This is an optimization exercise on Yosys and OpenROAD, whose aim is small area and a short achievable clock period, not a production implementation.
Only simulation tests tie the RTL to the original design; equivalence was not proved.
Power is estimated from default activity; no workload was simulated.

## lane 1
==> flow/design.v (excerpt) <==
module bowling(clock, reset, calculate_score, pin_count, roll, score);
For scale: about 540 cells after synthesis, roughly 110 flip-flops, roughly 17 I/O pins, roughly 0.0054 mm2 of cells after synthesis.
export LEC_CHECK = 0
export CAP_MARGIN = 20
export CORE_MARGIN = 2
export CORE_UTILIZATION = 40
export GPL_TIMING_DRIVEN = 0
export SETUP_SLACK_MARGIN = 2.4
export SLEW_MARGIN = 20
create_clock -name core_clock -period 5.0 [get_ports {clock}]
standard.sh (not shown) runs the stock make flow with config.mk's settings and CLKGATE_MAP_FILE= SYNTH_SCRIPT=/design/flow/synth_recipe.tcl, a recipe that flattens the netlist after the stock synthesis.
==> flow/flow/run.sh <==
#!/bin/bash
# The standard layout (standard.sh) with two changes: each port is buffered
# by buf_2 rather than the cell buffer_ports picks by default, and clock tree
# synthesis inserts no dummy loads. ORFS keeps each step's log under
# orfs/logs; make's own output goes to make.log.
set -euo pipefail
export BUFFER_PORTS_ARGS="-buffer_cell sky130_fd_sc_hd__buf_2"
export CTS_ARGS="-sink_clustering_enable -repair_clock_nets -buf_list {sky130_fd_sc_hd__clkbuf_4 sky130_fd_sc_hd__clkbuf_8} -dont_use_dummy_load"
bash standard.sh > make.log 2>&1
The inputs of lane 2 differ from those of lane 1 as listed below.
# lane 1
export LEC_CHECK = 0
export CAP_MARGIN = 20
export CORE_MARGIN = 2
export CORE_UTILIZATION = 40
export GPL_TIMING_DRIVEN = 0
export SETUP_SLACK_MARGIN = 2.4
export SLEW_MARGIN = 20
create_clock -name core_clock -period 5.0 [get_ports {clock}]
# lane 2
export LEC_CHECK = 0
export CAP_MARGIN = 20
export CORE_MARGIN = 2
export CORE_UTILIZATION = 40
export SETUP_SLACK_MARGIN = 2.45
export SLEW_MARGIN = 20
create_clock -name core_clock -period 5.0 [get_ports {clock}]
==> results.txt <==
- Sort lane 2 and lane 1 by final critical-path share of the clock period desc -> top: lane 1
- Between lane 2 and lane 1, sequential group share of total power is lower for lane 1, lane 2 comes in above that.
- Taking lane 1 as the reference point, the combinational share of power of lane 2 falls by 0.7 points.
- On total design power, the lower figure sits with lane 2, not lane 1.
- Layout cell share with drive strength beyond 1 of lane 2 is on par with lane 1.
- Lane 2 improves on lane 1 in total wire length.
- Compared to lane 1, lane 2 has count of TritonRoute iterations in the first routing pass 1 higher.
- Xor/xnor cell area share of the yosys netlist: lane 1 vs lane 2 identical
- Vias per cell for lane 2 is lower than for lane 1.
- Lane 2 vs. lane 1: routed length on met3 now sits lower; sequential power now sits at about the same level.

========
bowling, a different RTL version from the one above (not shown whole).
For scale: ~550 cells after synthesis, ~110 flip-flops, ~17 I/O pins, about 5400 um2 of cells after synthesis.
// bowling
module bowling(clock, reset, calculate_score, pin_count, roll, score);
input clock;
input reset;
input calculate_score;
input [3:0] pin_count;
input roll;
output [8:0] score;
reg [8:0] score;
reg [3:0] e [0:10];
reg [3:0] o [0:10];
reg [4:0] diff;           
reg ph;                   
reg [4:0] s01;            
reg st;                   
wire [3:0] a = ph ? o[0] : e[0];
wire [3:0] b = ph ? e[0] : o[0];
wire [3:0] c = ph ? o[1] : e[1];
wire [3:0] d = ph ? e[1] : o[1];
wire bon = st || (s01 == 5'd10);
wire [8:0] score_next = score + s01 + (bon ? c : 4'd0);
wire calc = calculate_score && !roll;
wire shift_e = calc && !(ph && st);
wire shift_o = calc && !(!ph && st);
wire wr_o = roll && (ph ^ diff[0]);
wire wr_e = roll && !(ph ^ diff[0]);
wire head = (diff[4:1] == 4'd0);
wire [4:0] s01_r = pin_count + (diff[0] ? a : b);
wire st_r = diff[0] ? st : (pin_count == 4'd10);
wire [3:0] a_c = st ? b : c;
wire [4:0] s01_c = c + (st ? b : d);
wire st_c = (a_c == 4'd10);
wire [4:0] diff_r = diff + 5'd1;
wire [4:0] diff_c = st ? diff - 5'd1 : diff - 5'd2;
integer i;
reg we, wo;
always @(posedge clock) begin
   for (i = 0; i < 11; i = i + 1) begin
      we = wr_e && (diff[4:1] == i);
      wo = wr_o && (diff[4:1] == i);
      e[i] <= ({4{we}} & pin_count)
            | ({4{shift_e}} & ((i < 10) ? e[i+1] : e[i]))
            | ({4{!we && !shift_e}} & e[i]);
      o[i] <= ({4{wo}} & pin_count)
            | ({4{shift_o}} & ((i < 10) ? o[i+1] : o[i]))
            | ({4{!wo && !shift_o}} & o[i]);
   end
end
wire up_r = roll && head;
wire up_c = calc;
always @(posedge clock) begin
  ...
==> flow/config.mk <==
export PLATFORM = sky130hd
export DESIGN_NAME = bowling
export DESIGN_NICKNAME = bowling
export VERILOG_FILES = /design/flow/design.v
export SDC_FILE = /design/flow/constraint.sdc
export NUM_CORES = 4
export LEC_CHECK = 0
export CAP_MARGIN = 20
export CORE_MARGIN = 2
export CORE_UTILIZATION = 40
export SETUP_SLACK_MARGIN = 2.2
export SLEW_MARGIN = 20
==> flow/constraint.sdc <==
create_clock -name core_clock -period 5.0 [get_ports {clock}]
set_input_delay 1.0000 -clock core_clock [delete_from_list [all_inputs] [get_ports {clock}]]
set_output_delay 1.0000 -clock core_clock [all_outputs]
set_load 0.01 [all_outputs]
Scripts as last shown in full above: flow/flow/run.sh
Next try:
==> flow/flow/run.sh (replaced) <==
#!/bin/bash
# The standard layout (standard.sh) with two changes: each port is buffered
# by buf_2 rather than the cell buffer_ports picks by default, and clock tree
# synthesis inserts no dummy loads and clusters up to 24 sinks per buffer. ORFS keeps each step's log under
# orfs/logs; make's own output goes to make.log.
set -euo pipefail
export BUFFER_PORTS_ARGS="-buffer_cell sky130_fd_sc_hd__buf_2"
export CTS_ARGS="-sink_clustering_enable -repair_clock_nets -buf_list {sky130_fd_sc_hd__clkbuf_4 sky130_fd_sc_hd__clkbuf_8} -dont_use_dummy_load -sink_clustering_size 24 -sink_clustering_max_diameter 100"
bash standard.sh > make.log 2>&1
Settings changed: SETUP_SLACK_MARGIN 2.2 to 2.4.
Outcome: Wire length increases by 3.1%; fmax increases by 2.7%; critical path depth increases by 1; total power increases by 1.5%; die area does not change; cell count increases by 0.55%; sequential power is about the same; synthesized cell count is unchanged; non-clock buffer count increases by 4; worst hold slack hardly moves; setup slack gains 69 ps.

========
Another version of the RTL of bowling (not shown whole).
Size in the first run: about 110 flip-flops, about 17 I/O pins, about 5500 um^2 of cells after synthesis.
Settings: LEC_CHECK=0, CAP_MARGIN=20, CORE_MARGIN=2, CORE_UTILIZATION=40, SETUP_SLACK_MARGIN=2.6, SLEW_MARGIN=20; clock period 5.0 ns.
==> flow/flow/run.sh <==
#!/bin/bash
# The standard layout (standard.sh) with two changes: each port is buffered
# by buf_2 rather than the cell buffer_ports picks by default, and clock tree
# synthesis inserts no dummy loads. ORFS keeps each step's log under
# orfs/logs; make's own output goes to make.log.
set -euo pipefail
export BUFFER_PORTS_ARGS="-buffer_cell sky130_fd_sc_hd__buf_2"
export CTS_ARGS="-sink_clustering_enable -repair_clock_nets -buf_list {sky130_fd_sc_hd__clkbuf_4 sky130_fd_sc_hd__clkbuf_8} -dont_use_dummy_load"
bash standard.sh > make.log 2>&1
Next try:
Settings changed: CORE_UTILIZATION 40 to 60, SETUP_SLACK_MARGIN 2.6 to 2.4.
After rerunning: Count of clock-buffer cells in the layout stays the same. Global-route usage increases by 6.1 points. Cell area decreases by 3.4%. Die area decreases by 32%. Routed wire length decreases by 9.5%. Cell count decreases by 10%. Fmax increases by 0.31%. Total power decreases by 3.6%. Worst setup slack is better by 0.0082 ns. Worst hold slack is worse by 0.0033 ns.
Next try:
Settings changed: CORE_UTILIZATION 60 to 40.
=> Non-clock buffer count came out lower by 3; sequential share of layout area goes down by 0.31 points; die area rose by about 50%.

========
The RTL this note starts from:
==> flow/design.v <==
module bowling(clock, reset, calculate_score, pin_count, roll, score);
input clock;
input reset;
input calculate_score;
input [3:0] pin_count;
input roll;
output [8:0] score;
reg [8:0] score;
reg [3:0] e [0:10];
reg [3:0] o [0:10];
reg [4:0] diff;           
reg ph;                   
reg [4:0] s01;            
reg st;                   
wire [3:0] a = ph ? o[0] : e[0];
wire [3:0] b = ph ? e[0] : o[0];
wire [3:0] c = ph ? o[1] : e[1];
wire [3:0] d = ph ? e[1] : o[1];
wire bon = st || (s01 == 5'd10);
wire [8:0] score_next = score + s01 + (bon ? c : 4'd0);
wire calc = calculate_score && !roll;
wire shift_e = calc && !(ph && st);
wire shift_o = calc && !(!ph && st);
wire wr_o = roll && (ph ^ diff[0]);
wire wr_e = roll && !(ph ^ diff[0]);
wire head = (diff[4:1] == 4'd0);
wire [4:0] s01_r = pin_count + (diff[0] ? a : b);
wire st_r = diff[0] ? st : (pin_count == 4'd10);
wire [3:0] a_c = st ? b : c;
wire [4:0] s01_c = c + (st ? b : d);
wire st_c = (a_c == 4'd10);
wire [4:0] diff_n = diff + (roll ? 5'd1 : {4'hf, st});
integer i;
reg we, wo;
always @(posedge clock) begin
   for (i = 0; i < 11; i = i + 1) begin
      we = wr_e && (diff[4:1] == i);
      wo = wr_o && (diff[4:1] == i);
      e[i] <= ({4{we}} & pin_count)
            | ({4{shift_e}} & ((i < 10) ? e[i+1] : e[i]))
            | ({4{!we && !shift_e}} & e[i]);
      o[i] <= ({4{wo}} & pin_count)
            | ({4{shift_o}} & ((i < 10) ? o[i+1] : o[i]))
            | ({4{!wo && !shift_o}} & o[i]);
   end
end
wire up_r = roll && head;
wire up_c = calc;
always @(posedge clock) begin
   s01 <= ({5{up_r}} & s01_r) | ({5{up_c}} & s01_c) | ({5{!up_r && !up_c}} & s01);
   st <= (up_r & st_r) | (up_c & st_c) | (!up_r && !up_c && st);
end
always @(posedge clock) begin
   if (reset) begin
      score <= 0;
      diff <= 0;
      ph <= 0;
   end
   else if (roll || calculate_score) begin
      diff <= diff_n;
      if (!roll) begin
         score <= score_next;
         ph <= ph ^ st;
      end
   end
end
endmodule
export LEC_CHECK = 0
export CAP_MARGIN = 20
export CORE_MARGIN = 2
export CORE_UTILIZATION = 40
export SETUP_SLACK_MARGIN = 2.5
export SLEW_MARGIN = 20
create_clock -name core_clock -period 5.0 [get_ports {clock}]
Scripts as last shown in full above: flow/flow/run.sh
Edit:
--- a/flow/config.mk
+++ b/flow/config.mk
@@ -9,4 +9,4 @@
 export CORE_MARGIN = 2
 export CORE_UTILIZATION = 40
-export SETUP_SLACK_MARGIN = 2.5
+export SETUP_SLACK_MARGIN = 2.3
 export SLEW_MARGIN = 20
What happened:
- wire length increases by about 1%
- sequential power hardly moves
- critical path depth decreases by 2
- register-to-register slack loses 0.08 ns
- clock skew decreases by 0.0058 ns
- combinational power decreases by 6.4%
- power decreases by 1.7%
- die area is unchanged

what the ideal ports hide:
Ports are ideal in the flow. The routed layouts listed here were re-timed in OpenROAD.
Step 1, drivers: a clkbuf_16 drives clock and a buf_2 each remaining input, both assumed.
Step 2 times the ports against the registers' clock, not the clock port: input delays grow and output delays shrink by t, the midpoint of the rising clock arrivals with the driver on.
a / b / c = ideal / step 1 / step 2; a / b = the first two.
run	t (ns)	setup WS [ns]	worst hold slack (ns)	pins driven straight from the clock port
lane 1	0.408	2.288 / 2.288 / 2.146	0.457 / 0.457 / 0.457	1
lane 2	0.407	2.407 / 2.407 / 2.126	0.460 / 0.460 / 0.460	1
the first run of note 2	0.411	2.346 / 2.346 / 2.162	0.457 / 0.457 / 0.457	1
the second run of note 2	0.407	2.415 / 2.415 / 2.163	0.459 / 0.459 / 0.459	1
the first run of note 3	0.416	2.344 / 2.344 / 2.262	0.461 / 0.461 / 0.461	1
the second run of note 3	0.395	2.352 / 2.366 / 1.970	0.457 / 0.457 / 0.457	1
the third run of note 3	0.411	2.414 / 2.414 / 2.135	0.461 / 0.461 / 0.461	1
the first run of note 4	0.414	2.392 / 2.392 / 2.149	0.458 / 0.458 / 0.458	1
the second run of note 4	0.413	2.311 / 2.311 / 2.070	0.457 / 0.457 / 0.457	1
After both steps setup and hold are still met in every run listed. For the second run of note 3, which loses most, drivers alone change the setup slack by +0.014 ns; drivers and shift together by -0.382 ns.
